This is an optimization exercise on Yosys and OpenROAD, whose aim is small area, not a production implementation. Only simulation tests tie the RTL to the original design; equivalence was not proved. No activity file was given, so power comes from the tool's default toggle rates.

Design alog_top, start of the top module:
module alog_top (rstn, clk, buffer_2, buffer_3, reff, head_flag, dout, weight_2_in_0);
input rstn, clk, head_flag;
input [13:0] buffer_2, buffer_3, reff;
output [31:0] weight_2_in_0;
output reg [13:0] dout;
wire [13:0] d_2, d_3;
reg [11:0] counter_pre;
reg c2078, c2113, c2114;    
reg [5:0] curr_state, next_state;
reg stop_state, stb_state, adap_filter_state, weight_cal_state, shift_data_state;
always @(posedge clk or negedge rstn)
    if (rstn == 0)
        {stb_state, shift_data_state, weight_cal_state, adap_filter_state, stop_state} <= 5'd0;
    else
        {stb_state, shift_data_state, weight_cal_state, adap_filter_state, stop_state} <= curr_state[4:0];
always @(posedge clk or negedge rstn)
    if (rstn == 0)
        counter_pre <= 12'd0;
    else if (counter_pre == 12'd2128)
        counter_pre <= 12'd0;
    else if (stop_state | stb_state)
        counter_pre <= 12'd0;
    else
        counter_pre <= counter_pre + 12'd1;
always @(posedge clk or negedge rstn)
    if (rstn == 0)
        {c2078, c2113, c2114} <= 3'd0;
    else
        {c2078, c2113, c2114} <= {counter_pre == 12'd2078, counter_pre == 12'd2113, counter_pre == 12'd2114};
always @(posedge clk or negedge rstn)
    if (rstn == 0)
        curr_state <= 6'd1;
    else
        curr_state <= next_state;
always @(*)
    case (curr_state)
  ...
==> flow/config.mk <==
export PLATFORM = sky130hd
export DESIGN_NAME = alog_top
export DESIGN_NICKNAME = alog_top
export VERILOG_FILES = /design/flow/design.v
export SDC_FILE = /design/flow/constraint.sdc
export NUM_CORES = 4
export LEC_CHECK = 0
export CAP_MARGIN = 20
export CORE_MARGIN = 2
export CORE_UTILIZATION = 60
export CTS_CLUSTER_DIAMETER = 110
export CTS_CLUSTER_SIZE = 26
export PLACE_DENSITY = 0.7
export SLEW_MARGIN = 20
==> flow/constraint.sdc <==
create_clock -name core_clock -period 12.0 [get_ports {clk}]
set_input_delay 2.4000 -clock core_clock [delete_from_list [all_inputs] [get_ports {clk}]]
set_output_delay 2.4000 -clock core_clock [all_outputs]
set_load 0.01 [all_outputs]
run.sh (not shown) runs the stock make flow with config.mk's settings and CLKGATE_MAP_FILE= SYNTH_SCRIPT=/design/flow/synth_recipe.tcl, a recipe that flattens the netlist after the stock synthesis.
Edit:
- CTS_CLUSTER_DIAMETER: 110 -> 90
- CTS_CLUSTER_SIZE: 26 -> 25
After rerunning: The new run completed with no timing, DRC or antenna violations; via count increases by 0.60%; clock skew increases by 12 ps; power climbs by 1.3%.


## main
alog_top again, from the RTL that the note above started with.
==> flow/design.v (excerpt) <==
module alog_top (rstn, clk, buffer_2, buffer_3, reff, head_flag, dout, weight_2_in_0);
Settings: LEC_CHECK=0, CAP_MARGIN=20, CORE_MARGIN=2, CORE_UTILIZATION=65, CTS_CLUSTER_DIAMETER=80, CTS_CLUSTER_SIZE=24, PLACE_DENSITY=0.75, SLEW_MARGIN=20; clock period 12.0 ns.
The inputs of the feature branch differ from those of main as listed below.
Settings: CTS_CLUSTER_DIAMETER: 80 -> 65; CORE_UTILIZATION: 65 -> 60; PLACE_DENSITY: 0.75 -> 0.7; CTS_CLUSTER_SIZE: 24 -> 27.
==> comparison <==
Routed wire length: higher on main. Diff main -> the feature branch: wire length of the first global-routing pass shrank by about 10%; total power now smaller; worst setup slack shows a reduction of 0.0076 ns. In the flow results for main and the feature branch, the total stage count of the critical path is smaller on main. On the feature branch: number of clock buffers in the layout is 8.7% lower than what main gave. Looking at main and the feature branch, the share of the clock period used by the worst path after layout is a wash. Sort main and the feature branch by final instance area, ascending, and main comes first. Compared with main, the feature branch shows power dissipated by switching net loads that has gone down by a few percent.


alog_top, a different RTL version from the one above (not shown whole).
Size in the first run: roughly 9000 cells after synthesis, ~4100 flip-flops, about 91 I/O pins, roughly 120000 sq um of cells after synthesis.
clock: 12.0 ns
lec_check: 0
cap_margin: 5
core_margin: 2
core_utilization: 60
cts_cluster_diameter: 60
cts_cluster_size: 24
place_density: 0.7
slew_margin: 5
Next try:
- CAP_MARGIN: 5 -> 20
- SLEW_MARGIN: 5 -> 20
Total power hardly moves.
Worst hold slack stays flat.
Die area is unchanged.
Worst setup slack gains 0.0086 ns.
Via count is about the same.
Final area barely changes.
Clock skew is about the same.
Maximum frequency is about the same.
Non-clock buffer count is unchanged.
Register-to-register slack hardly moves.

afterwards: timing with drivers on the ports:
In the flow no input, the clock included, has a driving cell. The finished layouts below were timed again as built, in two steps. Step 1, drivers: a clkbuf_16 drives clk and a buf_2 each remaining input, both assumed. Step 2 times the ports against the registers' clock, not the clock port: input delays grow and output delays shrink by t, the midpoint of the rising clock arrivals with the driver on. Three values: no drivers, after step 1, after step 2; two values: the first two.
| run | t, ns | slack for setup (ns) | slew at the worst register clock pin (ns) |
|---|---|---|---|
| the first run of note 1 | 0.931 | 1.379 / 1.379 / 1.379 | 0.12 / 0.12 |
| the second run of note 1 | 0.947 | 1.482 / 1.482 / 1.482 | 0.11 / 0.11 |
| main | 0.974 | 1.533 / 1.533 / 1.533 | 0.13 / 0.13 |
| the feature branch | 0.945 | 1.526 / 1.526 / 1.526 | 0.11 / 0.11 |
| the first run of note 3 | 0.960 | 1.253 / 1.253 / 1.253 | 0.10 / 0.10 |
| the second run of note 3 | 0.960 | 1.262 / 1.262 / 1.262 | 0.10 / 0.10 |
After both steps every run listed still meets setup and hold.
